From an optimization exercise on the open Yosys and OpenROAD flow, aimed at small area and a short achievable clock period; shortcuts taken in it are not production practice.
Function was checked by simulation only, so behaviour that the tests miss may differ from the original.

==> design.v <==
`timescale 1 ns / 1 ps
module AXIS_linear_regression_v1_0 #
	(
		parameter M = 8,
		parameter N = 3,
		parameter integer C_S00_AXIS_TDATA_WIDTH	= 32,
		parameter integer C_M00_AXIS_TDATA_WIDTH	= 32,
		parameter integer C_M00_AXIS_START_COUNT	= 32
	)
	(
		input wire  aclk,
		input wire  aresetn,
		output wire  s00_axis_tready,
		input wire [C_S00_AXIS_TDATA_WIDTH-1 : 0] s00_axis_tdata,
		input wire  s00_axis_tlast,
		input wire  s00_axis_tvalid,
		output wire  m00_axis_tvalid,
		output wire [C_M00_AXIS_TDATA_WIDTH-1 : 0] m00_axis_tdata,
		output wire  m00_axis_tlast,
		input wire  m00_axis_tready
	);
    reg        tready_r;
    reg  [2:0] vdly, ldly;
    reg        tvalid_r, tlast_r;
    reg  [31:0] tdata_r;
    reg  [1:0] col;         
    reg  [3:0] row;         
    reg        pending;     
    reg  [1:0] w;           
    assign s00_axis_tready = tready_r;
    assign m00_axis_tvalid = tvalid_r;
    assign m00_axis_tlast  = tlast_r;
    assign m00_axis_tdata  = tdata_r;
    wire take = s00_axis_tvalid & tready_r & ~pending;
    wire xrow = ~row[3];
    wire nz = row != 4'd0;              
    wire [15:0] bus16 = s00_axis_tdata[15:0];
    wire [15:0] enc;
    wire [7:0] encn;
    genvar g;
    generate for (g = 0; g < 8; g = g + 1) begin : be
        wire am1 = (g == 0) ? 1'b0 : bus16[2*g-1];
        wire a0 = bus16[2*g], a1 = bus16[2*g+1];
        assign enc[2*g]   = a0 ^ am1;
        assign enc[2*g+1] = (a1 & ~a0 & ~am1) | (~a1 & a0 & am1);
        assign encn[g]    = a1;
    end endgenerate
    reg [15:0] E0, E1, E2;
    reg [7:0] N0, N1, N2;
    wire ld0 = ~xrow | (col == 2'd0);
    wire ld1 = ~xrow | (col == 2'd1);
    wire ld2 = ~xrow | (col == 2'd2);
    wire flip = take & xrow & (col == 2'd3);
    reg [31:0] R0a, R0b, R0c;           
    reg [31:0] R1a, R1b;                
    reg [31:0] A22;
    reg [31:0] B0, B1, B2;              
    wire [31:0] busx = (col == 2'd3) ? s00_axis_tdata : {{16{s00_axis_tdata[15]}}, bus16};
    reg [31:0] Q0, Q1, Q2;
    reg sx0, sx1, sx2, sx3;             
    reg st;                             
    reg cR0, cB0, cR1, cB1, cR2, cB2;
    always @(posedge aclk) begin
        if (ld0) E0 <= enc;
        if (ld1) E1 <= enc;
        if (ld2) E2 <= enc;
        if (ld0 | flip) N0 <= ld0 ? encn : ~N0;
        if (ld1 | flip) N1 <= ld1 ? encn : ~N1;
        if (ld2 | flip) N2 <= ld2 ? encn : ~N2;
        Q0 <= xrow ? busx : (col == 2'd0) ? R0a : (col == 2'd1) ? R0b : R0c;
        Q1 <= xrow ? busx : (col == 2'd0) ? R0b : (col == 2'd1) ? R1a : R1b;
        Q2 <= xrow ? busx : (col == 2'd0) ? R0c : (col == 2'd1) ? R1b : A22;
        if (!aresetn) begin
            tready_r <= 1'b0;
            vdly <= 3'b0; ldly <= 3'b0;
            tvalid_r <= 1'b0; tlast_r <= 1'b0;
            col <= 2'd0; row <= 4'd0;
            pending <= 1'b0; w <= 2'd0;
            {sx0, sx1, sx2, sx3, st} <= 5'b0;
            {cR0, cB0, cR1, cB1, cR2, cB2} <= 6'b0;
        end else begin
            tready_r <= m00_axis_tready;
            vdly <= {vdly[1:0], s00_axis_tvalid};
            ldly <= {ldly[1:0], s00_axis_tlast};
            tvalid_r <= vdly[2];
            tlast_r <= ldly[2];
            sx0 <= take & xrow & (col == 2'd0);
            sx1 <= take & xrow & (col == 2'd1);
            sx2 <= take & xrow & (col == 2'd2);
            sx3 <= take & xrow & (col == 2'd3);
            st  <= take & ~xrow & (col != 2'd3);
            cR0 <= take & xrow & nz & (col != 2'd3);
            cB0 <= take & (xrow ? nz & (col == 2'd3) : (col != 2'd3));
            cR1 <= take & xrow & nz & (col == 2'd1 || col == 2'd2);
            cB1 <= take & (xrow ? nz & (col == 2'd3) : 1'b1);
            cR2 <= take & xrow & nz & (col == 2'd2);
            cB2 <= take & (xrow ? nz & col[0] : 1'b1);
            if (take) begin
                col <= col + 2'd1;
                if (col == 2'd3) row <= row + 4'd1;
                if (~xrow && col == 2'd3) pending <= 1'b1;
            end
            if (pending & m00_axis_tready) begin
                w <= (w == 2'd2) ? 2'd0 : w + 2'd1;
                if (w == 2'd2) begin
                    pending <= 1'b0;
                    row <= 4'd0;
                    col <= 2'd0;
                end
            end
        end
    end
    wire tload = pending & m00_axis_tready;
    wire [31:0] gw = (w == 2'd0) ? B0 : (w == 2'd1) ? B1 : B2;
    always @(posedge aclk)
        tdata_r <= ({32{tload & aresetn}} & gw) | ({32{~tload & aresetn}} & tdata_r);
    wire [31:0] c0 = ({32{cR0}} & R0a) | ({32{cB0}} & B0);
    wire [31:0] r0;
    mac u0 (E0, N0, Q0, c0, r0);
    wire [31:0] c1 = ({32{cR1}} & R1a) | ({32{cB1}} & B1);
    wire [31:0] r1;
    mac u1 (E1, N1, Q1, c1, r1);
    wire [31:0] c2 = ({32{cR2}} & A22) | ({32{cB2}} & B2);
    wire [31:0] r2;
    mac u2 (E2, N2, Q2, c2, r2);
    wire wa0 = sx0 | sx1 | sx2;
    wire wa1 = sx1 | sx2;
    always @(posedge aclk) begin
        if (wa0) begin
            R0a <= R0b;
            R0b <= R0c;
            R0c <= r0;
        end
        if (wa1) begin
            R1a <= R1b;
            R1b <= r1;
        end
        if (sx2) A22 <= r2;
        if (sx3 | st) begin B0 <= r0; B1 <= r1; B2 <= r2; end
    end
endmodule
module mac(input [15:0] e, input [7:0] n, input [31:0] b, input [31:0] c, output [31:0] r);
wire one0 = e[0];
wire two0 = e[1];
wire neg0 = n[0];
wire one1 = e[2];
wire two1 = e[3];
wire neg1 = n[1];
wire one2 = e[4];
wire two2 = e[5];
wire neg2 = n[2];
wire one3 = e[6];
wire two3 = e[7];
wire neg3 = n[3];
wire one4 = e[8];
wire two4 = e[9];
wire neg4 = n[4];
wire one5 = e[10];
wire two5 = e[11];
wire neg5 = n[5];
wire one6 = e[12];
wire two6 = e[13];
wire neg6 = n[6];
wire one7 = e[14];
wire two7 = e[15];
wire neg7 = n[7];
wire p0_0, p0_1; bpp2 u_p0_0(one0, two0, neg0, 1'b0, b[0], b[1], p0_0, p0_1);
wire p0_2, p0_3; bpp2 u_p0_2(one0, two0, neg0, b[1], b[2], b[3], p0_2, p0_3);
wire p0_4, p0_5; bpp2 u_p0_4(one0, two0, neg0, b[3], b[4], b[5], p0_4, p0_5);
wire p0_6, p0_7; bpp2 u_p0_6(one0, two0, neg0, b[5], b[6], b[7], p0_6, p0_7);
wire p0_8, p0_9; bpp2 u_p0_8(one0, two0, neg0, b[7], b[8], b[9], p0_8, p0_9);
wire p0_10, p0_11; bpp2 u_p0_10(one0, two0, neg0, b[9], b[10], b[11], p0_10, p0_11);
wire p0_12, p0_13; bpp2 u_p0_12(one0, two0, neg0, b[11], b[12], b[13], p0_12, p0_13);
wire p0_14, p0_15; bpp2 u_p0_14(one0, two0, neg0, b[13], b[14], b[15], p0_14, p0_15);
wire p0_16, p0_17; bpp2 u_p0_16(one0, two0, neg0, b[15], b[16], b[17], p0_16, p0_17);
wire p0_18, p0_19; bpp2 u_p0_18(one0, two0, neg0, b[17], b[18], b[19], p0_18, p0_19);
wire p0_20, p0_21; bpp2 u_p0_20(one0, two0, neg0, b[19], b[20], b[21], p0_20, p0_21);
wire p0_22, p0_23; bpp2 u_p0_22(one0, two0, neg0, b[21], b[22], b[23], p0_22, p0_23);
wire p0_24, p0_25; bpp2 u_p0_24(one0, two0, neg0, b[23], b[24], b[25], p0_24, p0_25);
wire p0_26, p0_27; bpp2 u_p0_26(one0, two0, neg0, b[25], b[26], b[27], p0_26, p0_27);
wire p0_28, p0_29; bpp2 u_p0_28(one0, two0, neg0, b[27], b[28], b[29], p0_28, p0_29);
wire p0_30, p0_31; bpp2 u_p0_30(one0, two0, neg0, b[29], b[30], b[31], p0_30, p0_31);
wire p1_0, p1_1; bpp2 u_p1_0(one1, two1, neg1, 1'b0, b[0], b[1], p1_0, p1_1);
wire p1_2, p1_3; bpp2 u_p1_2(one1, two1, neg1, b[1], b[2], b[3], p1_2, p1_3);
wire p1_4, p1_5; bpp2 u_p1_4(one1, two1, neg1, b[3], b[4], b[5], p1_4, p1_5);
wire p1_6, p1_7; bpp2 u_p1_6(one1, two1, neg1, b[5], b[6], b[7], p1_6, p1_7);
wire p1_8, p1_9; bpp2 u_p1_8(one1, two1, neg1, b[7], b[8], b[9], p1_8, p1_9);
wire p1_10, p1_11; bpp2 u_p1_10(one1, two1, neg1, b[9], b[10], b[11], p1_10, p1_11);
wire p1_12, p1_13; bpp2 u_p1_12(one1, two1, neg1, b[11], b[12], b[13], p1_12, p1_13);
wire p1_14, p1_15; bpp2 u_p1_14(one1, two1, neg1, b[13], b[14], b[15], p1_14, p1_15);
wire p1_16, p1_17; bpp2 u_p1_16(one1, two1, neg1, b[15], b[16], b[17], p1_16, p1_17);
wire p1_18, p1_19; bpp2 u_p1_18(one1, two1, neg1, b[17], b[18], b[19], p1_18, p1_19);
wire p1_20, p1_21; bpp2 u_p1_20(one1, two1, neg1, b[19], b[20], b[21], p1_20, p1_21);
wire p1_22, p1_23; bpp2 u_p1_22(one1, two1, neg1, b[21], b[22], b[23], p1_22, p1_23);
wire p1_24, p1_25; bpp2 u_p1_24(one1, two1, neg1, b[23], b[24], b[25], p1_24, p1_25);
wire p1_26, p1_27; bpp2 u_p1_26(one1, two1, neg1, b[25], b[26], b[27], p1_26, p1_27);
wire p1_28, p1_29; bpp2 u_p1_28(one1, two1, neg1, b[27], b[28], b[29], p1_28, p1_29);
wire p2_0, p2_1; bpp2 u_p2_0(one2, two2, neg2, 1'b0, b[0], b[1], p2_0, p2_1);
wire p2_2, p2_3; bpp2 u_p2_2(one2, two2, neg2, b[1], b[2], b[3], p2_2, p2_3);
wire p2_4, p2_5; bpp2 u_p2_4(one2, two2, neg2, b[3], b[4], b[5], p2_4, p2_5);
wire p2_6, p2_7; bpp2 u_p2_6(one2, two2, neg2, b[5], b[6], b[7], p2_6, p2_7);
wire p2_8, p2_9; bpp2 u_p2_8(one2, two2, neg2, b[7], b[8], b[9], p2_8, p2_9);
wire p2_10, p2_11; bpp2 u_p2_10(one2, two2, neg2, b[9], b[10], b[11], p2_10, p2_11);
wire p2_12, p2_13; bpp2 u_p2_12(one2, two2, neg2, b[11], b[12], b[13], p2_12, p2_13);
wire p2_14, p2_15; bpp2 u_p2_14(one2, two2, neg2, b[13], b[14], b[15], p2_14, p2_15);
wire p2_16, p2_17; bpp2 u_p2_16(one2, two2, neg2, b[15], b[16], b[17], p2_16, p2_17);
wire p2_18, p2_19; bpp2 u_p2_18(one2, two2, neg2, b[17], b[18], b[19], p2_18, p2_19);
wire p2_20, p2_21; bpp2 u_p2_20(one2, two2, neg2, b[19], b[20], b[21], p2_20, p2_21);
wire p2_22, p2_23; bpp2 u_p2_22(one2, two2, neg2, b[21], b[22], b[23], p2_22, p2_23);
wire p2_24, p2_25; bpp2 u_p2_24(one2, two2, neg2, b[23], b[24], b[25], p2_24, p2_25);
wire p2_26, p2_27; bpp2 u_p2_26(one2, two2, neg2, b[25], b[26], b[27], p2_26, p2_27);
wire p3_0, p3_1; bpp2 u_p3_0(one3, two3, neg3, 1'b0, b[0], b[1], p3_0, p3_1);
wire p3_2, p3_3; bpp2 u_p3_2(one3, two3, neg3, b[1], b[2], b[3], p3_2, p3_3);
wire p3_4, p3_5; bpp2 u_p3_4(one3, two3, neg3, b[3], b[4], b[5], p3_4, p3_5);
wire p3_6, p3_7; bpp2 u_p3_6(one3, two3, neg3, b[5], b[6], b[7], p3_6, p3_7);
wire p3_8, p3_9; bpp2 u_p3_8(one3, two3, neg3, b[7], b[8], b[9], p3_8, p3_9);
wire p3_10, p3_11; bpp2 u_p3_10(one3, two3, neg3, b[9], b[10], b[11], p3_10, p3_11);
wire p3_12, p3_13; bpp2 u_p3_12(one3, two3, neg3, b[11], b[12], b[13], p3_12, p3_13);
wire p3_14, p3_15; bpp2 u_p3_14(one3, two3, neg3, b[13], b[14], b[15], p3_14, p3_15);
wire p3_16, p3_17; bpp2 u_p3_16(one3, two3, neg3, b[15], b[16], b[17], p3_16, p3_17);
wire p3_18, p3_19; bpp2 u_p3_18(one3, two3, neg3, b[17], b[18], b[19], p3_18, p3_19);
wire p3_20, p3_21; bpp2 u_p3_20(one3, two3, neg3, b[19], b[20], b[21], p3_20, p3_21);
wire p3_22, p3_23; bpp2 u_p3_22(one3, two3, neg3, b[21], b[22], b[23], p3_22, p3_23);
wire p3_24, p3_25; bpp2 u_p3_24(one3, two3, neg3, b[23], b[24], b[25], p3_24, p3_25);
wire p4_0, p4_1; bpp2 u_p4_0(one4, two4, neg4, 1'b0, b[0], b[1], p4_0, p4_1);
wire p4_2, p4_3; bpp2 u_p4_2(one4, two4, neg4, b[1], b[2], b[3], p4_2, p4_3);
wire p4_4, p4_5; bpp2 u_p4_4(one4, two4, neg4, b[3], b[4], b[5], p4_4, p4_5);
wire p4_6, p4_7; bpp2 u_p4_6(one4, two4, neg4, b[5], b[6], b[7], p4_6, p4_7);
wire p4_8, p4_9; bpp2 u_p4_8(one4, two4, neg4, b[7], b[8], b[9], p4_8, p4_9);
wire p4_10, p4_11; bpp2 u_p4_10(one4, two4, neg4, b[9], b[10], b[11], p4_10, p4_11);
wire p4_12, p4_13; bpp2 u_p4_12(one4, two4, neg4, b[11], b[12], b[13], p4_12, p4_13);
wire p4_14, p4_15; bpp2 u_p4_14(one4, two4, neg4, b[13], b[14], b[15], p4_14, p4_15);
wire p4_16, p4_17; bpp2 u_p4_16(one4, two4, neg4, b[15], b[16], b[17], p4_16, p4_17);
wire p4_18, p4_19; bpp2 u_p4_18(one4, two4, neg4, b[17], b[18], b[19], p4_18, p4_19);
wire p4_20, p4_21; bpp2 u_p4_20(one4, two4, neg4, b[19], b[20], b[21], p4_20, p4_21);
wire p4_22, p4_23; bpp2 u_p4_22(one4, two4, neg4, b[21], b[22], b[23], p4_22, p4_23);
wire p5_0, p5_1; bpp2 u_p5_0(one5, two5, neg5, 1'b0, b[0], b[1], p5_0, p5_1);
wire p5_2, p5_3; bpp2 u_p5_2(one5, two5, neg5, b[1], b[2], b[3], p5_2, p5_3);
wire p5_4, p5_5; bpp2 u_p5_4(one5, two5, neg5, b[3], b[4], b[5], p5_4, p5_5);
wire p5_6, p5_7; bpp2 u_p5_6(one5, two5, neg5, b[5], b[6], b[7], p5_6, p5_7);
wire p5_8, p5_9; bpp2 u_p5_8(one5, two5, neg5, b[7], b[8], b[9], p5_8, p5_9);
wire p5_10, p5_11; bpp2 u_p5_10(one5, two5, neg5, b[9], b[10], b[11], p5_10, p5_11);
wire p5_12, p5_13; bpp2 u_p5_12(one5, two5, neg5, b[11], b[12], b[13], p5_12, p5_13);
wire p5_14, p5_15; bpp2 u_p5_14(one5, two5, neg5, b[13], b[14], b[15], p5_14, p5_15);
wire p5_16, p5_17; bpp2 u_p5_16(one5, two5, neg5, b[15], b[16], b[17], p5_16, p5_17);
wire p5_18, p5_19; bpp2 u_p5_18(one5, two5, neg5, b[17], b[18], b[19], p5_18, p5_19);
wire p5_20, p5_21; bpp2 u_p5_20(one5, two5, neg5, b[19], b[20], b[21], p5_20, p5_21);
wire p6_0, p6_1; bpp2 u_p6_0(one6, two6, neg6, 1'b0, b[0], b[1], p6_0, p6_1);
wire p6_2, p6_3; bpp2 u_p6_2(one6, two6, neg6, b[1], b[2], b[3], p6_2, p6_3);
wire p6_4, p6_5; bpp2 u_p6_4(one6, two6, neg6, b[3], b[4], b[5], p6_4, p6_5);
wire p6_6, p6_7; bpp2 u_p6_6(one6, two6, neg6, b[5], b[6], b[7], p6_6, p6_7);
wire p6_8, p6_9; bpp2 u_p6_8(one6, two6, neg6, b[7], b[8], b[9], p6_8, p6_9);
wire p6_10, p6_11; bpp2 u_p6_10(one6, two6, neg6, b[9], b[10], b[11], p6_10, p6_11);
wire p6_12, p6_13; bpp2 u_p6_12(one6, two6, neg6, b[11], b[12], b[13], p6_12, p6_13);
wire p6_14, p6_15; bpp2 u_p6_14(one6, two6, neg6, b[13], b[14], b[15], p6_14, p6_15);
wire p6_16, p6_17; bpp2 u_p6_16(one6, two6, neg6, b[15], b[16], b[17], p6_16, p6_17);
wire p6_18, p6_19; bpp2 u_p6_18(one6, two6, neg6, b[17], b[18], b[19], p6_18, p6_19);
wire p7_0, p7_1; bpp2 u_p7_0(one7, two7, neg7, 1'b0, b[0], b[1], p7_0, p7_1);
wire p7_2, p7_3; bpp2 u_p7_2(one7, two7, neg7, b[1], b[2], b[3], p7_2, p7_3);
wire p7_4, p7_5; bpp2 u_p7_4(one7, two7, neg7, b[3], b[4], b[5], p7_4, p7_5);
wire p7_6, p7_7; bpp2 u_p7_6(one7, two7, neg7, b[5], b[6], b[7], p7_6, p7_7);
wire p7_8, p7_9; bpp2 u_p7_8(one7, two7, neg7, b[7], b[8], b[9], p7_8, p7_9);
wire p7_10, p7_11; bpp2 u_p7_10(one7, two7, neg7, b[9], b[10], b[11], p7_10, p7_11);
wire p7_12, p7_13; bpp2 u_p7_12(one7, two7, neg7, b[11], b[12], b[13], p7_12, p7_13);
wire p7_14, p7_15; bpp2 u_p7_14(one7, two7, neg7, b[13], b[14], b[15], p7_14, p7_15);
wire p7_16, p7_17; bpp2 u_p7_16(one7, two7, neg7, b[15], b[16], b[17], p7_16, p7_17);
wire n1;
wire n2;
ha un2 (p0_14, p1_12, n1, n2);
wire n3;
wire n4;
ha un4 (p0_15, p1_13, n3, n4);
wire n5;
wire n6;
ha un6 (p0_16, p1_14, n5, n6);
wire n7;
wire n8;
ha un8 (p0_17, p1_15, n7, n8);
wire n9;
wire n10;
ha un10 (p0_18, p1_16, n9, n10);
wire n11;
wire n12;
ha un12 (p0_19, p1_17, n11, n12);
wire n13;
wire n14;
ha un14 (p0_20, p1_18, n13, n14);
wire n15;
wire n16;
ha un16 (p0_21, p1_19, n15, n16);
wire n17;
wire n18;
ha un18 (p0_22, p1_20, n17, n18);
wire n19;
wire n20;
ha un20 (p0_23, p1_21, n19, n20);
wire n21;
wire n22;
ha un22 (p0_24, p1_22, n21, n22);
wire n23;
wire n24;
ha un24 (p0_25, p1_23, n23, n24);
wire n25;
wire n26;
ha un26 (p0_26, p1_24, n25, n26);
wire n27;
wire n28;
ha un28 (p0_27, p1_25, n27, n28);
wire n29;
wire n30;
ha un30 (p0_28, p1_26, n29, n30);
wire n31;
wire n32;
ha un32 (p0_29, p1_27, n31, n32);
wire n33;
wire n34;
ha un34 (p0_30, p1_28, n33, n34);
wire n35;
wire n36;
ha un36 (p0_31, p1_29, n35, n36);
wire n37;
wire n38;
ha un38 (p0_8, p1_6, n37, n38);
wire n39;
wire n40;
ha un40 (p0_9, p1_7, n39, n40);
wire n41;
wire n42;
fa un42 (p0_10, p1_8, p2_6, n41, n42);
wire n43;
wire n44;
ha un44 (p3_4, p4_2, n43, n44);
wire n45;
wire n46;
fa un46 (p0_11, p1_9, p2_7, n45, n46);
wire n47;
wire n48;
ha un48 (p3_5, p4_3, n47, n48);
wire n49;
wire n50;
fa un50 (p0_12, p1_10, p2_8, n49, n50);
wire n51;
wire n52;
fa un52 (p3_6, p4_4, p5_2, n51, n52);
wire n53;
wire n54;
ha un54 (p6_0, neg6, n53, n54);
wire n55;
wire n56;
fa un56 (p0_13, p1_11, p2_9, n55, n56);
wire n57;
wire n58;
fa un58 (p3_7, p4_5, p5_3, n57, n58);
wire n59;
wire n60;
ha un60 (p6_1, c[13], n59, n60);
wire n61;
wire n62;
fa un62 (n1, p2_10, p3_8, n61, n62);
wire n63;
wire n64;
fa un64 (p4_6, p5_4, p6_2, n63, n64);
wire n65;
wire n66;
fa un66 (p7_0, neg7, c[14], n65, n66);
wire n67;
wire n68;
fa un68 (n2, n3, p2_11, n67, n68);
wire n69;
wire n70;
fa un70 (p3_9, p4_7, p5_5, n69, n70);
wire n71;
wire n72;
fa un72 (p6_3, p7_1, c[15], n71, n72);
wire n73;
wire n74;
fa un74 (n4, n5, p2_12, n73, n74);
wire n75;
wire n76;
fa un76 (p3_10, p4_8, p5_6, n75, n76);
wire n77;
wire n78;
fa un78 (p6_4, p7_2, c[16], n77, n78);
wire n79;
wire n80;
fa un80 (n6, n7, p2_13, n79, n80);
wire n81;
wire n82;
fa un82 (p3_11, p4_9, p5_7, n81, n82);
wire n83;
wire n84;
fa un84 (p6_5, p7_3, c[17], n83, n84);
wire n85;
wire n86;
fa un86 (n8, n9, p2_14, n85, n86);
wire n87;
wire n88;
fa un88 (p3_12, p4_10, p5_8, n87, n88);
wire n89;
wire n90;
fa un90 (p6_6, p7_4, c[18], n89, n90);
wire n91;
wire n92;
fa un92 (n10, n11, p2_15, n91, n92);
wire n93;
wire n94;
fa un94 (p3_13, p4_11, p5_9, n93, n94);
wire n95;
wire n96;
fa un96 (p6_7, p7_5, c[19], n95, n96);
wire n97;
wire n98;
fa un98 (n12, n13, p2_16, n97, n98);
wire n99;
wire n100;
fa un100 (p3_14, p4_12, p5_10, n99, n100);
wire n101;
wire n102;
fa un102 (p6_8, p7_6, c[20], n101, n102);
wire n103;
wire n104;
fa un104 (n14, n15, p2_17, n103, n104);
wire n105;
wire n106;
fa un106 (p3_15, p4_13, p5_11, n105, n106);
wire n107;
wire n108;
fa un108 (p6_9, p7_7, c[21], n107, n108);
wire n109;
wire n110;
fa un110 (n16, n17, p2_18, n109, n110);
wire n111;
wire n112;
fa un112 (p3_16, p4_14, p5_12, n111, n112);
wire n113;
wire n114;
fa un114 (p6_10, p7_8, c[22], n113, n114);
wire n115;
wire n116;
fa un116 (n18, n19, p2_19, n115, n116);
wire n117;
wire n118;
fa un118 (p3_17, p4_15, p5_13, n117, n118);
wire n119;
wire n120;
fa un120 (p6_11, p7_9, c[23], n119, n120);
wire n121;
wire n122;
fa un122 (n20, n21, p2_20, n121, n122);
wire n123;
wire n124;
fa un124 (p3_18, p4_16, p5_14, n123, n124);
wire n125;
wire n126;
fa un126 (p6_12, p7_10, c[24], n125, n126);
wire n127;
wire n128;
fa un128 (n22, n23, p2_21, n127, n128);
wire n129;
wire n130;
fa un130 (p3_19, p4_17, p5_15, n129, n130);
wire n131;
wire n132;
fa un132 (p6_13, p7_11, c[25], n131, n132);
wire n133;
wire n134;
fa un134 (n24, n25, p2_22, n133, n134);
wire n135;
wire n136;
fa un136 (p3_20, p4_18, p5_16, n135, n136);
wire n137;
wire n138;
fa un138 (p6_14, p7_12, c[26], n137, n138);
wire n139;
wire n140;
fa un140 (n26, n27, p2_23, n139, n140);
wire n141;
wire n142;
fa un142 (p3_21, p4_19, p5_17, n141, n142);
wire n143;
wire n144;
fa un144 (p6_15, p7_13, c[27], n143, n144);
wire n145;
wire n146;
fa un146 (n28, n29, p2_24, n145, n146);
wire n147;
wire n148;
fa un148 (p3_22, p4_20, p5_18, n147, n148);
wire n149;
wire n150;
fa un150 (p6_16, p7_14, c[28], n149, n150);
wire n151;
wire n152;
fa un152 (n30, n31, p2_25, n151, n152);
wire n153;
wire n154;
fa un154 (p3_23, p4_21, p5_19, n153, n154);
wire n155;
wire n156;
fa un156 (p6_17, p7_15, c[29], n155, n156);
wire n157;
wire n158;
fa un158 (n32, n33, p2_26, n157, n158);
wire n159;
wire n160;
fa un160 (p3_24, p4_22, p5_20, n159, n160);
wire n161;
wire n162;
fa un162 (p6_18, p7_16, c[30], n161, n162);
wire n163;
wire n164;
fa un164 (n34, n35, p2_27, n163, n164);
wire n165;
wire n166;
fa un166 (p3_25, p4_23, p5_21, n165, n166);
wire n167;
wire n168;
fa un168 (p6_19, p7_17, c[31], n167, n168);
wire n169;
wire n170;
ha un170 (p0_4, p1_2, n169, n170);
wire n171;
wire n172;
ha un172 (p0_5, p1_3, n171, n172);
wire n173;
wire n174;
fa un174 (p0_6, p1_4, p2_2, n173, n174);
wire n175;
wire n176;
ha un176 (p3_0, neg3, n175, n176);
wire n177;
wire n178;
fa un178 (p0_7, p1_5, p2_3, n177, n178);
wire n179;
wire n180;
ha un180 (p3_1, c[7], n179, n180);
wire n181;
wire n182;
fa un182 (n37, p2_4, p3_2, n181, n182);
wire n183;
wire n184;
fa un184 (p4_0, neg4, c[8], n183, n184);
wire n185;
wire n186;
fa un186 (n38, n39, p2_5, n185, n186);
wire n187;
wire n188;
fa un188 (p3_3, p4_1, c[9], n187, n188);
wire n189;
wire n190;
fa un190 (n40, n41, n43, n189, n190);
wire n191;
wire n192;
fa un192 (p5_0, neg5, c[10], n191, n192);
wire n193;
wire n194;
fa un194 (n42, n44, n45, n193, n194);
wire n195;
wire n196;
fa un196 (n47, p5_1, c[11], n195, n196);
wire n197;
wire n198;
fa un198 (n46, n48, n49, n197, n198);
wire n199;
wire n200;
fa un200 (n51, n53, c[12], n199, n200);
wire n201;
wire n202;
fa un202 (n50, n52, n54, n201, n202);
wire n203;
wire n204;
fa un204 (n55, n57, n59, n203, n204);
wire n205;
wire n206;
fa un206 (n56, n58, n60, n205, n206);
wire n207;
wire n208;
fa un208 (n61, n63, n65, n207, n208);
wire n209;
wire n210;
fa un210 (n62, n64, n66, n209, n210);
wire n211;
wire n212;
fa un212 (n67, n69, n71, n211, n212);
wire n213;
wire n214;
fa un214 (n68, n70, n72, n213, n214);
wire n215;
wire n216;
fa un216 (n73, n75, n77, n215, n216);
wire n217;
wire n218;
fa un218 (n74, n76, n78, n217, n218);
wire n219;
wire n220;
fa un220 (n79, n81, n83, n219, n220);
wire n221;
wire n222;
fa un222 (n80, n82, n84, n221, n222);
wire n223;
wire n224;
fa un224 (n85, n87, n89, n223, n224);
wire n225;
wire n226;
fa un226 (n86, n88, n90, n225, n226);
wire n227;
wire n228;
fa un228 (n91, n93, n95, n227, n228);
wire n229;
wire n230;
fa un230 (n92, n94, n96, n229, n230);
wire n231;
wire n232;
fa un232 (n97, n99, n101, n231, n232);
wire n233;
wire n234;
fa un234 (n98, n100, n102, n233, n234);
wire n235;
wire n236;
fa un236 (n103, n105, n107, n235, n236);
wire n237;
wire n238;
fa un238 (n104, n106, n108, n237, n238);
wire n239;
wire n240;
fa un240 (n109, n111, n113, n239, n240);
wire n241;
wire n242;
fa un242 (n110, n112, n114, n241, n242);
wire n243;
wire n244;
fa un244 (n115, n117, n119, n243, n244);
wire n245;
wire n246;
fa un246 (n116, n118, n120, n245, n246);
wire n247;
wire n248;
fa un248 (n121, n123, n125, n247, n248);
wire n249;
wire n250;
fa un250 (n122, n124, n126, n249, n250);
wire n251;
wire n252;
fa un252 (n127, n129, n131, n251, n252);
wire n253;
wire n254;
fa un254 (n128, n130, n132, n253, n254);
wire n255;
wire n256;
fa un256 (n133, n135, n137, n255, n256);
wire n257;
wire n258;
fa un258 (n134, n136, n138, n257, n258);
wire n259;
wire n260;
fa un260 (n139, n141, n143, n259, n260);
wire n261;
wire n262;
fa un262 (n140, n142, n144, n261, n262);
wire n263;
wire n264;
fa un264 (n145, n147, n149, n263, n264);
wire n265;
wire n266;
fa un266 (n146, n148, n150, n265, n266);
wire n267;
wire n268;
fa un268 (n151, n153, n155, n267, n268);
wire n269;
wire n270;
fa un270 (n152, n154, n156, n269, n270);
wire n271;
wire n272;
fa un272 (n157, n159, n161, n271, n272);
wire n273;
wire n274;
fa un274 (n158, n160, n162, n273, n274);
wire n275;
wire n276;
fa un276 (n163, n165, n167, n275, n276);
wire n277;
wire n278;
ha un278 (p0_2, p1_0, n277, n278);
wire n279;
wire n280;
ha un280 (p0_3, p1_1, n279, n280);
wire n281;
wire n282;
fa un282 (n169, p2_0, neg2, n281, n282);
wire n283;
wire n284;
fa un284 (n170, n171, p2_1, n283, n284);
wire n285;
wire n286;
fa un286 (n172, n173, n175, n285, n286);
wire n287;
wire n288;
fa un288 (n174, n176, n177, n287, n288);
wire n289;
wire n290;
fa un290 (n178, n180, n181, n289, n290);
wire n291;
wire n292;
fa un292 (n182, n184, n185, n291, n292);
wire n293;
wire n294;
fa un294 (n186, n188, n189, n293, n294);
wire n295;
wire n296;
fa un296 (n190, n192, n193, n295, n296);
wire n297;
wire n298;
fa un298 (n194, n196, n197, n297, n298);
wire n299;
wire n300;
fa un300 (n198, n200, n201, n299, n300);
wire n301;
wire n302;
fa un302 (n202, n204, n205, n301, n302);
wire n303;
wire n304;
fa un304 (n206, n208, n209, n303, n304);
wire n305;
wire n306;
fa un306 (n210, n212, n213, n305, n306);
wire n307;
wire n308;
fa un308 (n214, n216, n217, n307, n308);
wire n309;
wire n310;
fa un310 (n218, n220, n221, n309, n310);
wire n311;
wire n312;
fa un312 (n222, n224, n225, n311, n312);
wire n313;
wire n314;
fa un314 (n226, n228, n229, n313, n314);
wire n315;
wire n316;
fa un316 (n230, n232, n233, n315, n316);
wire n317;
wire n318;
fa un318 (n234, n236, n237, n317, n318);
wire n319;
wire n320;
fa un320 (n238, n240, n241, n319, n320);
wire n321;
wire n322;
fa un322 (n242, n244, n245, n321, n322);
wire n323;
wire n324;
fa un324 (n246, n248, n249, n323, n324);
wire n325;
wire n326;
fa un326 (n250, n252, n253, n325, n326);
wire n327;
wire n328;
fa un328 (n254, n256, n257, n327, n328);
wire n329;
wire n330;
fa un330 (n258, n260, n261, n329, n330);
wire n331;
wire n332;
fa un332 (n262, n264, n265, n331, n332);
wire n333;
wire n334;
fa un334 (n266, n268, n269, n333, n334);
wire n335;
wire n336;
fa un336 (n270, n272, n273, n335, n336);
wire n337;
wire n338;
ha un338 (p0_0, neg0, n337, n338);
wire n339;
wire n340;
ha un340 (p0_1, c[1], n339, n340);
wire n341;
wire n342;
fa un342 (n277, neg1, c[2], n341, n342);
wire n343;
wire n344;
fa un344 (n278, n279, c[3], n343, n344);
wire n345;
wire n346;
fa un346 (n280, n281, c[4], n345, n346);
wire n347;
wire n348;
fa un348 (n282, n283, c[5], n347, n348);
wire n349;
wire n350;
fa un350 (n284, n285, c[6], n349, n350);
wire n351;
wire n352;
fa un352 (n286, n287, n179, n351, n352);
wire n353;
wire n354;
fa un354 (n288, n289, n183, n353, n354);
wire n355;
wire n356;
fa un356 (n290, n291, n187, n355, n356);
wire n357;
wire n358;
fa un358 (n292, n293, n191, n357, n358);
wire n359;
wire n360;
fa un360 (n294, n295, n195, n359, n360);
wire n361;
wire n362;
fa un362 (n296, n297, n199, n361, n362);
wire n363;
wire n364;
fa un364 (n298, n299, n203, n363, n364);
wire n365;
wire n366;
fa un366 (n300, n301, n207, n365, n366);
wire n367;
wire n368;
fa un368 (n302, n303, n211, n367, n368);
wire n369;
wire n370;
fa un370 (n304, n305, n215, n369, n370);
wire n371;
wire n372;
fa un372 (n306, n307, n219, n371, n372);
wire n373;
wire n374;
fa un374 (n308, n309, n223, n373, n374);
wire n375;
wire n376;
fa un376 (n310, n311, n227, n375, n376);
wire n377;
wire n378;
fa un378 (n312, n313, n231, n377, n378);
wire n379;
wire n380;
fa un380 (n314, n315, n235, n379, n380);
wire n381;
wire n382;
fa un382 (n316, n317, n239, n381, n382);
wire n383;
wire n384;
fa un384 (n318, n319, n243, n383, n384);
wire n385;
wire n386;
fa un386 (n320, n321, n247, n385, n386);
wire n387;
wire n388;
fa un388 (n322, n323, n251, n387, n388);
wire n389;
wire n390;
fa un390 (n324, n325, n255, n389, n390);
wire n391;
wire n392;
fa un392 (n326, n327, n259, n391, n392);
wire n393;
wire n394;
fa un394 (n328, n329, n263, n393, n394);
wire n395;
wire n396;
fa un396 (n330, n331, n267, n395, n396);
wire n397;
wire n398;
fa un398 (n332, n333, n271, n397, n398);
wire n399;
wire n400;
fa un400 (n334, n335, n275, n399, n400);
wire [31:0] s0 = {n398, n396, n394, n392, n390, n388, n386, n384, n382, n380, n378, n376, n374, n372, n370, n368, n366, n364, n362, n360, n358, n356, n354, n352, n350, n348, n346, n344, n342, n340, n338, n337};
wire [31:0] s1 = {n399, n397, n395, n393, n391, n389, n387, n385, n383, n381, n379, n377, n375, n373, n371, n369, n367, n365, n363, n361, n359, n357, n355, n353, n351, n349, n347, n345, n343, n341, n339, c[0]};
add32 u_cpa(s0, s1, r);
endmodule
module fa(input a, input b, input c, output s, output co);
assign s = a ^ b ^ c;
assign co = (a & b) | (a & c) | (b & c);
endmodule
module ha(input a, input b, output s, output co);
assign s = a ^ b;
assign co = a & b;
endmodule
module bpp2(input one, input two, input neg, input bm1, input b0, input b1, output p0, output p1);
assign p0 = ((one & b0) | (two & bm1)) ^ neg;
assign p1 = ((one & b1) | (two & b0)) ^ neg;
endmodule
module add32(input [31:0] a, input [31:0] b, output [31:0] s);
wire q1;
wire q2;
pgc u_pg0(a[0], b[0], q1, q2);
wire q3;
wire q4;
pgc u_pg1(a[1], b[1], q3, q4);
wire q5;
wire q6;
pgc u_pg2(a[2], b[2], q5, q6);
wire q7;
wire q8;
pgc u_pg3(a[3], b[3], q7, q8);
wire q9;
wire q10;
pgc u_pg4(a[4], b[4], q9, q10);
wire q11;
wire q12;
pgc u_pg5(a[5], b[5], q11, q12);
wire q13;
wire q14;
pgc u_pg6(a[6], b[6], q13, q14);
wire q15;
wire q16;
pgc u_pg7(a[7], b[7], q15, q16);
wire q17;
wire q18;
pgc u_pg8(a[8], b[8], q17, q18);
wire q19;
wire q20;
pgc u_pg9(a[9], b[9], q19, q20);
wire q21;
wire q22;
pgc u_pg10(a[10], b[10], q21, q22);
wire q23;
wire q24;
pgc u_pg11(a[11], b[11], q23, q24);
wire q25;
wire q26;
pgc u_pg12(a[12], b[12], q25, q26);
wire q27;
wire q28;
pgc u_pg13(a[13], b[13], q27, q28);
wire q29;
wire q30;
pgc u_pg14(a[14], b[14], q29, q30);
wire q31;
wire q32;
pgc u_pg15(a[15], b[15], q31, q32);
wire q33;
wire q34;
pgc u_pg16(a[16], b[16], q33, q34);
wire q35;
wire q36;
pgc u_pg17(a[17], b[17], q35, q36);
wire q37;
wire q38;
pgc u_pg18(a[18], b[18], q37, q38);
wire q39;
wire q40;
pgc u_pg19(a[19], b[19], q39, q40);
wire q41;
wire q42;
pgc u_pg20(a[20], b[20], q41, q42);
wire q43;
wire q44;
pgc u_pg21(a[21], b[21], q43, q44);
wire q45;
wire q46;
pgc u_pg22(a[22], b[22], q45, q46);
wire q47;
wire q48;
pgc u_pg23(a[23], b[23], q47, q48);
wire q49;
wire q50;
pgc u_pg24(a[24], b[24], q49, q50);
wire q51;
wire q52;
pgc u_pg25(a[25], b[25], q51, q52);
wire q53;
wire q54;
pgc u_pg26(a[26], b[26], q53, q54);
wire q55;
wire q56;
pgc u_pg27(a[27], b[27], q55, q56);
wire q57;
wire q58;
pgc u_pg28(a[28], b[28], q57, q58);
wire q59;
wire q60;
pgc u_pg29(a[29], b[29], q59, q60);
wire q61;
wire q62;
pgc u_pg30(a[30], b[30], q61, q62);
wire q63;
wire q64;
pgc u_pg31(a[31], b[31], q63, q64);
wire q65;
gray u_g65(q3, q4, q1, q65);
wire q66;
wire q67;
dot u_d67(q7, q8, q5, q6, q66, q67);
wire q68;
wire q69;
dot u_d69(q11, q12, q9, q10, q68, q69);
wire q70;
wire q71;
dot u_d71(q15, q16, q13, q14, q70, q71);
wire q72;
wire q73;
dot u_d73(q19, q20, q17, q18, q72, q73);
wire q74;
wire q75;
dot u_d75(q23, q24, q21, q22, q74, q75);
wire q76;
wire q77;
dot u_d77(q27, q28, q25, q26, q76, q77);
wire q78;
wire q79;
dot u_d79(q31, q32, q29, q30, q78, q79);
wire q80;
wire q81;
dot u_d81(q35, q36, q33, q34, q80, q81);
wire q82;
wire q83;
dot u_d83(q39, q40, q37, q38, q82, q83);
wire q84;
wire q85;
dot u_d85(q43, q44, q41, q42, q84, q85);
wire q86;
wire q87;
dot u_d87(q47, q48, q45, q46, q86, q87);
wire q88;
wire q89;
dot u_d89(q51, q52, q49, q50, q88, q89);
wire q90;
wire q91;
dot u_d91(q55, q56, q53, q54, q90, q91);
wire q92;
wire q93;
dot u_d93(q59, q60, q57, q58, q92, q93);
wire q94;
wire q95;
dot u_d95(q63, q64, q61, q62, q94, q95);
wire q96;
gray u_g96(q66, q67, q65, q96);
wire q97;
wire q98;
dot u_d98(q68, q69, q66, q67, q97, q98);
wire q99;
wire q100;
dot u_d100(q70, q71, q68, q69, q99, q100);
wire q101;
wire q102;
dot u_d102(q72, q73, q70, q71, q101, q102);
wire q103;
wire q104;
dot u_d104(q74, q75, q72, q73, q103, q104);
wire q105;
wire q106;
dot u_d106(q76, q77, q74, q75, q105, q106);
wire q107;
wire q108;
dot u_d108(q78, q79, q76, q77, q107, q108);
wire q109;
wire q110;
dot u_d110(q80, q81, q78, q79, q109, q110);
wire q111;
wire q112;
dot u_d112(q82, q83, q80, q81, q111, q112);
wire q113;
wire q114;
dot u_d114(q84, q85, q82, q83, q113, q114);
wire q115;
wire q116;
dot u_d116(q86, q87, q84, q85, q115, q116);
wire q117;
wire q118;
dot u_d118(q88, q89, q86, q87, q117, q118);
wire q119;
wire q120;
dot u_d120(q90, q91, q88, q89, q119, q120);
wire q121;
wire q122;
dot u_d122(q92, q93, q90, q91, q121, q122);
wire q123;
wire q124;
dot u_d124(q94, q95, q92, q93, q123, q124);
wire q125;
gray u_g125(q97, q98, q65, q125);
wire q126;
gray u_g126(q99, q100, q96, q126);
wire q127;
wire q128;
dot u_d128(q101, q102, q97, q98, q127, q128);
wire q129;
wire q130;
dot u_d130(q103, q104, q99, q100, q129, q130);
wire q131;
wire q132;
dot u_d132(q105, q106, q101, q102, q131, q132);
wire q133;
wire q134;
dot u_d134(q107, q108, q103, q104, q133, q134);
wire q135;
wire q136;
dot u_d136(q109, q110, q105, q106, q135, q136);
wire q137;
wire q138;
dot u_d138(q111, q112, q107, q108, q137, q138);
wire q139;
wire q140;
dot u_d140(q113, q114, q109, q110, q139, q140);
wire q141;
wire q142;
dot u_d142(q115, q116, q111, q112, q141, q142);
wire q143;
wire q144;
dot u_d144(q117, q118, q113, q114, q143, q144);
wire q145;
wire q146;
dot u_d146(q119, q120, q115, q116, q145, q146);
wire q147;
wire q148;
dot u_d148(q121, q122, q117, q118, q147, q148);
wire q149;
wire q150;
dot u_d150(q123, q124, q119, q120, q149, q150);
wire q151;
gray u_g151(q127, q128, q65, q151);
wire q152;
gray u_g152(q129, q130, q96, q152);
wire q153;
gray u_g153(q131, q132, q125, q153);
wire q154;
gray u_g154(q133, q134, q126, q154);
wire q155;
wire q156;
dot u_d156(q135, q136, q127, q128, q155, q156);
wire q157;
wire q158;
dot u_d158(q137, q138, q129, q130, q157, q158);
wire q159;
wire q160;
dot u_d160(q139, q140, q131, q132, q159, q160);
wire q161;
wire q162;
dot u_d162(q141, q142, q133, q134, q161, q162);
wire q163;
wire q164;
dot u_d164(q143, q144, q135, q136, q163, q164);
wire q165;
wire q166;
dot u_d166(q145, q146, q137, q138, q165, q166);
wire q167;
wire q168;
dot u_d168(q147, q148, q139, q140, q167, q168);
wire q169;
wire q170;
dot u_d170(q149, q150, q141, q142, q169, q170);
wire q171;
gray u_g171(q155, q156, q65, q171);
wire q172;
gray u_g172(q157, q158, q96, q172);
wire q173;
gray u_g173(q159, q160, q125, q173);
wire q174;
gray u_g174(q161, q162, q126, q174);
wire q175;
gray u_g175(q163, q164, q151, q175);
wire q176;
gray u_g176(q165, q166, q152, q176);
wire q177;
gray u_g177(q167, q168, q153, q177);
wire q178;
gray u_g178(q169, q170, q154, q178);
wire q179;
gray u_g179(q5, q6, q65, q179);
wire q180;
gray u_g180(q9, q10, q96, q180);
wire q181;
gray u_g181(q13, q14, q125, q181);
wire q182;
gray u_g182(q17, q18, q126, q182);
wire q183;
gray u_g183(q21, q22, q151, q183);
wire q184;
gray u_g184(q25, q26, q152, q184);
wire q185;
gray u_g185(q29, q30, q153, q185);
wire q186;
gray u_g186(q33, q34, q154, q186);
wire q187;
gray u_g187(q37, q38, q171, q187);
wire q188;
gray u_g188(q41, q42, q172, q188);
wire q189;
gray u_g189(q45, q46, q173, q189);
wire q190;
gray u_g190(q49, q50, q174, q190);
wire q191;
gray u_g191(q53, q54, q175, q191);
wire q192;
gray u_g192(q57, q58, q176, q192);
wire q193;
gray u_g193(q61, q62, q177, q193);
assign s[0] = q2;
xr u_x1(q4, q1, s[1]);
xr u_x2(q6, q65, s[2]);
xr u_x3(q8, q179, s[3]);
xr u_x4(q10, q96, s[4]);
xr u_x5(q12, q180, s[5]);
xr u_x6(q14, q125, s[6]);
xr u_x7(q16, q181, s[7]);
xr u_x8(q18, q126, s[8]);
xr u_x9(q20, q182, s[9]);
xr u_x10(q22, q151, s[10]);
xr u_x11(q24, q183, s[11]);
xr u_x12(q26, q152, s[12]);
xr u_x13(q28, q184, s[13]);
xr u_x14(q30, q153, s[14]);
xr u_x15(q32, q185, s[15]);
xr u_x16(q34, q154, s[16]);
xr u_x17(q36, q186, s[17]);
xr u_x18(q38, q171, s[18]);
xr u_x19(q40, q187, s[19]);
xr u_x20(q42, q172, s[20]);
xr u_x21(q44, q188, s[21]);
xr u_x22(q46, q173, s[22]);
xr u_x23(q48, q189, s[23]);
xr u_x24(q50, q174, s[24]);
xr u_x25(q52, q190, s[25]);
xr u_x26(q54, q175, s[26]);
xr u_x27(q56, q191, s[27]);
xr u_x28(q58, q176, s[28]);
xr u_x29(q60, q192, s[29]);
xr u_x30(q62, q177, s[30]);
xr u_x31(q64, q193, s[31]);
endmodule
module pgc(input a, input b, output g, output p);
assign g = a & b;
assign p = a ^ b;
endmodule
module dot(input g1, input p1, input g0, input p0, output g, output p);
assign g = g1 | (p1 & g0);
assign p = p1 & p0;
endmodule
module gray(input g1, input p1, input g0, output g);
assign g = g1 | (p1 & g0);
endmodule
module xr(input a, input b, output y);
assign y = a ^ b;
endmodule
==> flow/run.sh <==
#!/bin/bash
# The standard layout, with the port buffers made from buf_2 instead of the default cell,
# and the resizer's timing repair aiming at 16.5 ns of setup slack
set -euo pipefail
bash standard.sh finish 'BUFFER_PORTS_ARGS=-buffer_cell sky130_fd_sc_hd__buf_2' SETUP_SLACK_MARGIN=16.5 > standard.log 2>&1
==> standard.sh <==
#!/bin/bash
# synth_recipe.tcl (not shown) runs the flow's synth.tcl, then flattens the netlist and writes it again
# the make line also repeats each setting of config.mk as NAME=value (left out here)
make -C /OpenROAD-flow-scripts/flow DESIGN_CONFIG=/design/flow/config.mk WORK_HOME=/design/flow/orfs CLKGATE_MAP_FILE= SYNTH_SCRIPT=/design/flow/synth_recipe.tcl "${@:-finish}"
==> config.mk <==
export PLATFORM = sky130hd
export DESIGN_NAME = AXIS_linear_regression_v1_0
export DESIGN_NICKNAME = AXIS_linear_regression_v1_0
export VERILOG_FILES = /design/flow/design.v
export SDC_FILE = /design/flow/constraint.sdc
export NUM_CORES = 8
export LEC_CHECK = 0
export CAP_MARGIN = 20
export CORE_MARGIN = 2
export CORE_UTILIZATION = 65
export PLACE_DENSITY = 0.75
export SLEW_MARGIN = 20
export SYNTH_HIERARCHICAL = 1
export SYNTH_MINIMUM_KEEP_SIZE = 0
==> constraint.sdc <==
create_clock -name core_clock -period 22.0 [get_ports {aclk}]
set_input_delay 4.4000 -clock core_clock [delete_from_list [all_inputs] [get_ports {aclk}]]
set_output_delay 4.4000 -clock core_clock [all_outputs]
set_load 0.01 [all_outputs]
==> results of run 1 <==
-- worst max-delay path by stage --
stage | endpoint | startpoint | slack [ns]
after detailed placement | cR2 | aresetn | 15.89
final | tdata_r[28] | m00_axis_tready | 16.36
after global placement | tdata_r[29] | aresetn | 15.98
after CTS | s00_axis_tready | tready_r | 16.47
after global routing | tdata_r[28] | m00_axis_tready | 16.40
after floorplan | B0[31] | N0[0] | 16.59
-- cell usage after synthesis, types with 2 or more instances --
master     number  area [µm²]
xnor2_1       602        5270
a22oi_1       600        4500
fa_1          504       10100
edfxtp_1      360       10800
a21o_1        273        2050
ha_1          198        2480
o21ai_0       169         846
dfxtp_1       157        3140
and2_1        146         913
nand2_1       105         394
xor2_1        100         876
a22o_1         96         841
clkbuf_1       55         206
mux2i_1        51         510
nor2b_1        49         307
a211oi_1       48         360
o21ai_1        40         200
buf_2          39         195
a221oi_1       31         272
o2bb2ai_1      31         272
nand2b_1       21         131
nor2_1         16        60.1
a21oi_1        11        55.1
a21oi_4        10         163
buf_4           8        60.1
buf_6           7        78.8
inv_1           7        26.3
or3_1           4        25.0
conb_1          3        11.3
or2_1           3        18.8
and3_1          2        12.5
clkbuf_2        2        10.0
nand3_1         2        10.0
nand3b_1        2        15.0
nor2_2          2        12.5
or2_2           2        12.5
or2b_1          2        15.0
-- cell usage in the layout, fill, tap and decap left out, types with 48 or more instances in the layout --
cell type,instances
a21o_1,263
a211oi_1,48
and2_1,141
xor2_1,96
dfxtp_2,53
xnor2_1,600
ha_1,184
buf_6,50
a22o_1,96
a22oi_1,590
clkbuf_16,56
buf_4,90
mux2i_1,51
nand2_1,105
o21ai_0,169
nor2b_1,49
fa_1,488
edfxtp_1,360
dfxtp_1,81
-- flip-flops by register name (all words and copies together) (netlist names), 16 cells and up --
register / count
E2: 16
R1b: 32
R0c: 32
tdata_r: 32
R0a: 32
E1: 16
R0b: 32
E0: 16
A22: 32
B2: 32
B0: 32
Q2: 32
R1a: 32
Q1: 32
B1: 32
Q0: 32
-- through the flow --
stage	instance area, µm²	hold WS (ns)	setup WS, ns	util, %
floorplan	45500	0.412	16.59	-
global placement	47000	0.424	15.98	68.3
detailed placement	47100	0.420	15.89	68.4
CTS	49500	0.436	16.47	71.9
global route	50500	0.468	16.40	73.4
finish	50500	0.432	16.36	73.4
-- per-layer routing --
layer | share of wire (%) | vias to the layer above | GRT usage, %
met4 | 6.6 | 4 | 24.6
met3 | 17 | 696 | 19.2
met2 | 41 | 3566 | 65.2
met1 | 35 | 18300 | 63.7
li1 | - | 14400 | -
met5 | 0.016 | - | 0
-- modules after synthesis (local to each module, per instance), excerpt --
module / cell area, µm² / flip-flops and latches / cells inside
bpp2: 32.5 / 0 / 4
fa: 20.0 / 0 / 1
dot: 13.8 / 0 / 2
ha: 12.5 / 0 / 1
pgc: 12.5 / 0 / 1
xr: 8.76 / 0 / 1
add32: 7.51 / 0 / 1
gray: 7.51 / 0 / 1
mac: 3.75 / 0 / 1
-- cell families after synthesis --
group,Yosys count,share of synthesized area [%]
compound gates,1313,21.1
xor+xnor,702,13.5
fa+ha+maj,702,27.7
buf+inv,119,1.30
flops,517,30.7
mux,51,1.12
other cells,3,0.0248
simple gates,364,4.41
-- repair_timing --
action                                  4_1_cts  5_1_grt
gates cloned                                  0        1
gates resized for setup                     113      114
endpoints found under the setup margin       97      127
setup buffers                                20       36
endpoints found under the hold margin         0        0
pin swaps                                     1       24
-- final cells by class --
class | count | area [µm²]
timing repair buffer | 209 | 1990
multi-input combinational | 3156 | 31300
tap | 931 | 1160
clock buffer | 71 | 1520
fill | 4680 | 18300
inverter | 7 | 26.3
sequential | 517 | 14100
clock inverter | 29 | 385
antenna | 4 | 10.0
==> run summary, run 1 <==
Critical Path RT between 20 and 25 ns; mean post-synth cell area 12.0 µm²; Slew headroom a little under a quarter; Hold Path End ldly[1]; drt first pass iters 10; layout cell share with drive strength beyond 1 11.5%; Mapped Area around 0.045 mm²; IO buf count just over 70; Min-Delay Path Class register to register; Non-Filler Instances around 5000; Pins Over Slew Limit 0; Ports 72; Die X roughly 270 µm; H-tree depth 2; vias per inst roughly 7.5; routed wire length roughly 170000 µm; initial antenna violation count 8; R2R Setup Slk between 15 and 20 ns; Crit Path Category input port to register; Final setup violation count 0; outcome complete, no violations; fin crit share about 26%; Top FF cell, synth edfxtp_1; Crit. path cell count 4; Cells on Worst Hold Path 1; clk slew on worst S/H paths roughly 0.060 ns; clk sink count between 500 and 600; ys async rst share 0%; Hold Startpoint ldly[0]; arrival time worst endpoint 6.10 ns; die height 268 µm; CTS max path bufs 3; skew final around 0.021 ns; GRT Util Overall about 47%; RSZ-0062 raised after global routing yes; core area a little under 0.07 mm²; setup_tns 0 ns; Total Nets Final roughly 4700; Post-synth EDFFs between 300 and 400; Netlist cell types 50; worst slew pin tran around 1.1 ns; Residual DRC 0; worst reg-to-reg path cell count 15; slowest cell delay on critical path about 0.86 ns; CTS tree yes; RR Startpoint E2[12]; clock latency (worst-skew pair) about 0.62 ns; CTS root buf clkbuf_16; Starting Density between 60 and 70%; first-pass GRT wire length between 200000 and 250000 µm; placed wire-length estimate 119000 µm; pin count of the biggest net entering global routing around 110; Mapped Cells between 3000 and 4000; Crit Path Max Fanout 36; cell family with the largest share of critical-path delay compound AO/OA/AOI/OAI gates; sequential area share after synthesis a little over 30%; Final ANT Viol Nets 0; via count 36900; vias in the first global route 36600; Max Cap Violations 0; DR WL/cell 34.8 µm; CP bufs+invs 1; fin crit period between 5 and 6 ns; CP max-delay cell a221oi_1; Placed Cells about 4800; r2r endpoint B2[29]; Iter 0 DRT Violations 6052; Final Hold Viols 0; Layout area overhead 11.3%; global placement routability congestion between 1 and 1.5; endpoint class of the critical path register; Post-CTS Hold Buffers 0; clock buffer count from CTS between 50 and 60; worst-path cell chain buf_2 -> nand2_2 -> a221oi_1 -> o2bb2ai_1; fmax about 180 MHz; register bit total from synthesis 517; FP Rows 96; Yosys warning count 7; total gr overflow 0; die area 0.0719 mm²; CP Launch Type input port
==> run 2, diff against run 1 <==
==> flow/run.sh (replaced) <==
#!/bin/bash
# The standard layout, with the port buffers made from buf_4 instead of the default cell,
# and the resizer's timing repair aiming at 17 ns of setup slack
set -euo pipefail
bash standard.sh finish 'BUFFER_PORTS_ARGS=-buffer_cell sky130_fd_sc_hd__buf_4' SETUP_SLACK_MARGIN=17 > standard.log 2>&1
--- a/config.mk
+++ b/config.mk
@@ -8,6 +8,5 @@
 export CAP_MARGIN = 20
 export CORE_MARGIN = 2
-export CORE_UTILIZATION = 65
-export PLACE_DENSITY = 0.75
+export CORE_UTILIZATION = 40
 export SLEW_MARGIN = 20
 export SYNTH_HIERARCHICAL = 1
==> run 2 against run 1 <==
Still clean. First-iteration DRC count decreased by 22%. Via count decreased by 5.3%. Sequential share of layout area decreased by 1.8 points.
==> run summary, run 2 <==
vias per inst 6.29 (-16%); commonest cells after routing, fill and taps aside xnor2_1 (599), a22oi_1 (513), edfxtp_1 (360); Critical Path RT 17.60 ns (-4.86 ns); Placed Cells 5337 (+12%); r2r endpoint B1[21]; Netlist cell types 50 (unchanged); CTS root buf clkbuf_16; Core Util, Final 48.2% (-25 points); vias in the first global route 35000 (-4.2%); layout cell share with drive strength beyond 1 21.6% (+10 points); CP bufs+invs 1 (unchanged); total gr overflow 0 (unchanged); clk slew on worst S/H paths 0.06 ns (about the same); cell family with the largest share of critical-path delay flip-flops; placed wire-length estimate 118000 µm (-0.76%); RR Startpoint E1[2]; GRT Util Overall 28.7% (-19 points); clock buffer count from CTS 53 (unchanged); Slew headroom 28.4% (+4.9 points); Ports 72 (unchanged); first-pass GRT wire length 247000 µm (+0.48%); most frequent cell after synthesis xnor2_1; Die X 341 µm (+27%); clk sink count 517 (unchanged); setup_tns 0 ns (unchanged); Crit. Startpoint tdata_r[1]; CP Launch Type register; FP Rows 123 (+28%); Pins Over Slew Limit 0 (unchanged); via count 35000 (-5.3%); fmax 179 MHz (+1.1%); global placement routability congestion 0.928 (-9.5%); Final Hold Viols 0 (unchanged); CP max-delay cell dfxtp_4; worst-path cell chain buf_6; Area contributors post-synth edfxtp_1 (24%), fa_1 (22%), xnor2_1 (12%), a22oi_1 (9.9%), dfxtp_1 (6.9%); register bit total from synthesis 517 (unchanged); Final setup violation count 0 (unchanged); Min-Delay Path Class register to register; Residual DRC 0 (unchanged); die height 341 µm (+27%); Worst setup endpoint m00_axis_tdata[1]; skew final 0.0675 ns (+0.0462 ns); Mapped Area 0.0454 mm² (unchanged); Crit Path Category register to output pin; arrival time worst endpoint 1.17 ns (-4.93 ns); CTS tree yes; R2R Setup Slk 16.72 ns (+0.23 ns); Starting Density 40.3% (-26 points); Inserted Diodes 0 (-4); Yosys warning count 7 (unchanged); H-tree depth 2 (unchanged); Top FF cell, synth edfxtp_1; fin crit period 5.57 ns (-0.0626 ns); outcome complete, no violations; Layout area overhead 19.5%; Crit. path cell count 1 (-3); DR WL/cell 30.2 µm (-13%); Crit Path Max Fanout 2 (-94%); die area 0.116 mm² (+61%); RSZ-0062 raised after global routing yes; fin crit share 25.3% (-0.28 points); initial antenna violation count 3 (-5); sequential area share after synthesis 30.7% (unchanged); core area 0.112 mm² (+63%); endpoint class of the critical path output pin; Yosys top cell by area edfxtp_1; FILL cells 9941 (+110%); CTS max path bufs 3 (unchanged); worst reg-to-reg path cell count 17 (+2); drt first pass iters 8 (-2); IO buf count 71 (unchanged); top post-synthesis cells by count xnor2_1 (602), a22oi_1 (600), fa_1 (504); Post-synth EDFFs 360 (unchanged); ys async rst share 0% (unchanged); Max Cap Violations 0 (unchanged); Final ANT Viol Nets 0 (unchanged); routed wire length 168000 µm (-1.8%); Iter 0 DRT Violations 4700 (-22%); worst slew pin tran 1.07 ns (-0.0736 ns); post-synth top area share 23.8% (unchanged); pin count of the biggest net entering global routing 100 (-6.5%); commonest non-fill, non-tap cell in the layout xnor2_1; mean post-synth cell area 12.0 µm² (unchanged); Mapped Cells 3771 (unchanged); Non-Filler Instances 5559 (+13%); slowest cell delay on critical path 0.38 ns (-0.48 ns); Total Nets Final 4754 (+1.5%); clock latency (worst-skew pair) 0.67 ns (+0.05 ns)
-- run 2: cell counts after synthesis --
No cell type changed its count.
-- run 2: through the flow --
step                setup slack, ns  cell area (µm²)  hold slack, ns
finish                        16.43            54200           0.439
floorplan                     16.82            46400           0.412
global route                  16.42            54200           0.457
global placement              15.91            48900           0.423
CTS                           16.41            53500           0.445
detailed placement            15.92            48900           0.428
-- run 2: worst min-delay path by stage --
stage / start / to / slack (ns) / depth (start not counted)
floorplan: ldly[0] / ldly[1] / 0.41 / 1
global placement: ldly[1] / ldly[2] / 0.42 / 1
detailed placement: ldly[1] / ldly[2] / 0.43 / 1
CTS: ldly[0] / ldly[1] / 0.45 / 1
global route: ldly[0] / ldly[1] / 0.46 / 1
finish: ldly[0] / ldly[1] / 0.44 / 1
-- run 2: cell families after synthesis --
kind of cell / count (synthesis) / synth area share [%]
simple gates: 364 / 4.41
xor+xnor: 702 / 13.5
compound gates: 1313 / 21.1
buf+inv: 119 / 1.30
fa+ha+maj: 702 / 27.7
flops: 517 / 30.7
mux: 51 / 1.12
other cells: 3 / 0.0248
-- run 2: final cells by class --
| type | count | area (µm²) | area share, % |
|---|---|---|---|
| Timing Repair Buffer | 279 | 3200 | 5.91 |
| Clock inverter | 25 | 307 | 0.565 |
| Clock buffer | 74 | 1510 | 2.78 |
| Multi-Input combinational cell | 3157 | 33200 | 61.1 |
| Inverter | 7 | 26.3 | 0.0484 |
| Tap cell | 1500 | 1880 | 3.46 |
| Sequential cell | 517 | 14200 | 26.1 |
-- run 2: layer usage --
layer | track usage [%] | routed length [µm] | up-vias
li1 | - | - | 14500
met1 | 40.6 | 68800 | 18000
met2 | 42.9 | 73400 | 2132
met3 | 7.05 | 19300 | 289
met4 | 9.63 | 6610 | 6
met5 | 0 | 41 | -
-- run 2: what timing repair did --
item                       CTS  global route
gates cloned                14             0
setup buffers               83            26
setup endpoints to repair  186           171
hold endpoints to repair     0             0
resized for setup          396           107
hold buffers                 0             0
pin swaps                  217           171
-- run 2: modules after synthesis (local to each module, per instance), a selection --
| module | area, µm² | times used | cells inside | flip-flops and latches |
|---|---|---|---|---|
| fa | 20.0 | 504 | 1 | 0 |
| AXIS_linear_regression_v1_0 | 19700 | 1 | 1416 | 517 |
| bpp2 | 32.5 | 300 | 4 | 0 |
| dot | 13.8 | 135 | 2 | 0 |
| ha | 12.5 | 96 | 1 | 0 |
| add32 | 7.51 | 3 | 1 | 0 |
==> run 3, diff against run 2 <==
==> flow/run.sh (replaced) <==
#!/bin/bash
# The standard layout, with the port buffers made from buf_4 instead of the default cell,
# and the resizer's timing repair aiming at 16.5 ns of setup slack
set -euo pipefail
bash standard.sh finish 'BUFFER_PORTS_ARGS=-buffer_cell sky130_fd_sc_hd__buf_4' SETUP_SLACK_MARGIN=16.5 > standard.log 2>&1
--- a/config.mk
+++ b/config.mk
@@ -9,4 +9,6 @@
 export CORE_MARGIN = 2
 export CORE_UTILIZATION = 40
+export CTS_CLUSTER_DIAMETER = 60
+export CTS_CLUSTER_SIZE = 30
 export SLEW_MARGIN = 20
 export SYNTH_HIERARCHICAL = 1
==> run 3 against run 2 <==
Register-to-register slack worse by 0.18 ns. Highest routed layer unchanged. Worst hold slack is essentially flat. Synthesized cell count unchanged. First-iteration DRC count fell by 12%. Critical path type unchanged. Final cell count shrank 2.3%. Cell area shrank 7.8%. Wire length decreased by 2.8%. Clock-buffer cell count is 36 lower.
==> run summary, run 3 <==
outcome complete, no violations; CTS root buf clkbuf_16; Mapped Area 0.0454 mm² (unchanged); Die X 341 µm (unchanged); CTS max path bufs 3 (unchanged); RSZ-0062 raised after global routing yes; sequential area share after synthesis 30.7% (unchanged); Residual DRC 0 (unchanged); Netlist cell types 50 (unchanged); Slew headroom 21.4% (-7.0 points); cell family with the largest share of critical-path delay flip-flops; Post-synth EDFFs 360 (unchanged); vias per inst 6.29 (about the same); pin count of the biggest net entering global routing 110 (+10%); ys async rst share 0% (unchanged); Critical Path RT 17.60 ns (about the same); layout cell share with drive strength beyond 1 8.60% (-13 points); CP Launch Type register; setup_tns 0 ns (unchanged); Layout area overhead 10.3%; clock latency (worst-skew pair) 0.62 ns (-0.05 ns); routed length on met1 67700 µm (-1.6%); drt first pass iters 6 (-2); register bit total from synthesis 517 (unchanged); Total Nets Final 4638 (-2.4%); top post-synthesis cells by count xnor2_1 (602), a22oi_1 (600), fa_1 (504); die area 0.116 mm² (unchanged); Crit Path Max Fanout 2 (unchanged); Post-DP Area 0.0481 mm² (-1.7%); clock buffer count from CTS 37 (-30%); Area contributors post-synth edfxtp_1 (24%), fa_1 (22%), xnor2_1 (12%), a22oi_1 (9.9%), dfxtp_1 (6.9%); DR WL/cell 30.1 µm (-0.45%); FP Rows 123 (unchanged); via count 34200 (-2.3%); H-tree depth 2 (unchanged); IO buf count 71 (unchanged); die height 341 µm (unchanged); Mapped Cells 3771 (unchanged); initial antenna violation count 10 (+7); mean post-synth cell area 12.0 µm² (unchanged); wire length on met2 72000 µm (-1.9%); Pins Over Slew Limit 0 (unchanged); most frequent cell after synthesis xnor2_1; Min-Delay Path Class register to register; CP max-delay cell dfxtp_4; worst slew pin tran 1.17 ns (+0.0928 ns); vias in the first global route 34000 (-2.9%); routed wire length 164000 µm (-2.8%)
[run 3: cell counts after synthesis]
Identical to the previous run, type by type.
[run 3: area by class of cell]
class / instances / area (µm²) / share of cell area, %
Clock buffer: 38 / 930 / 1.86
Clock inverter: 30 / 474 / 0.948
Sequential cell: 517 / 14100 / 28.2
Tap cell: 1500 / 1880 / 3.75
Timing Repair Buffer: 180 / 1580 / 3.15
Multi-Input combinational cell: 3156 / 31000 / 62.0
Inverter: 7 / 26.3 / 0.0525
Antenna cell: 2 / 5.00 / 0.0100
[run 3: cells by family (layout without fill, tap and decap cells)]
group           after synthesis  count (layout)  synth area share (%)
flops                       517             517                  30.7
mux                          51              51                  1.12
xor+xnor                    702             702                  13.5
fa+ha+maj                   702             702                  27.7
other cells                   3              26                0.0248
simple gates                364             364                  4.41
buf+inv                     119             255                  1.30
compound gates             1313            1313                  21.1
[run 3: path summary, 6_finish.rpt]
check	start	end	slack (ns)	cells after the start
setup / recovery	tdata_r[12]	m00_axis_tdata[12]	16.46	1
hold / removal	ldly[0]	ldly[1]	0.44	1
setup reg to reg	Q0[18]	R0c[30]	16.54	15
hold reg to reg	ldly[0]	ldly[1]	0.44	1
[run 3: modules after synthesis (local to each module, per instance), excerpt]
module	copies in the design	flip-flops and latches	area (µm²)	cells inside
gray	90	0	7.51	1
fa	504	0	20.0	1
dot	135	0	13.8	2
add32	3	0	7.51	1
pgc	96	0	12.5	1
xr	93	0	8.76	1
AXIS_linear_regression_v1_0	1	517	19700	1416
[run 3: worst register-to-register path, cell delays in order, from the launching register on]
cell     delay [ns]
dfxtp_1        0.50
buf_4          0.31
a22oi_1        0.13
xnor2_1        0.16
ha_1           0.33
fa_1           0.44
fa_1           0.48
fa_1           0.57
fa_1           0.45
ha_1           0.39
and2_1         0.23
and2_1         0.18
a21o_1         0.18
a21o_1         0.17
a21o_1         0.20
xor2_1         0.44
[run 3: stage by stage]
stage                     setup slack, ns  hold WS (ns)
final                               16.46         0.439
after global routing                16.43         0.451
after global placement              15.72         0.414
after detailed placement            16.00         0.419
after floorplan                     16.59         0.412
after CTS                           16.44         0.444
[run 3: timing repair]
item	CTS	global route
resized for setup	109	39
pin swaps	0	2
setup buffers	6	4
endpoints found under the setup margin	95	105
hold buffers	0	0
[run 3: per-layer routing]
layer | vias up | track usage, %
li1 | 14300 | -
met1 | 17700 | 39.3
met2 | 1923 | 42.0
met3 | 288 | 5.26
met4 | 6 | 11.7
met5 | - | 0

[afterwards: timing with drivers on the ports]
No port has a modelled driver above. Below, the same layouts with a new extraction and two added sets of constraints.
Step 1 assumes that a clkbuf_16 drives the clock port and a buf_2 every other input.
Step 2 moves the port delays by t, midway between the first and last clock arrival at a register: inputs arrive t later, outputs are due t later. That takes back most of the time a late clock gives input paths.
Slacks: no drivers / after step 1 / after step 2; pairs: no drivers / after step 1.
| run | t (ns) | setup slack, ns | hold WS [ns] | slew at the worst register clock pin (ns) | worst slew at a driven data input, ns |
|---|---|---|---|---|---|
| run 1 | 0.678 | 16.364 / 16.404 / 15.725 | 0.432 / 0.432 / 0.432 | 0.07 / 0.07 | 0.14 |
| run 2 | 0.705 | 16.427 / 16.360 / 16.282 | 0.439 / 0.439 / 0.439 | 0.07 / 0.07 | 0.13 |
| run 3 | 0.665 | 16.457 / 16.388 / 16.023 | 0.439 / 0.439 / 0.439 | 0.12 / 0.12 | 0.05 |
After both steps every run listed still meets setup and hold. The setup slack of run 1, which loses most, moves by +0.040 ns with the drivers and by -0.639 ns with both steps.
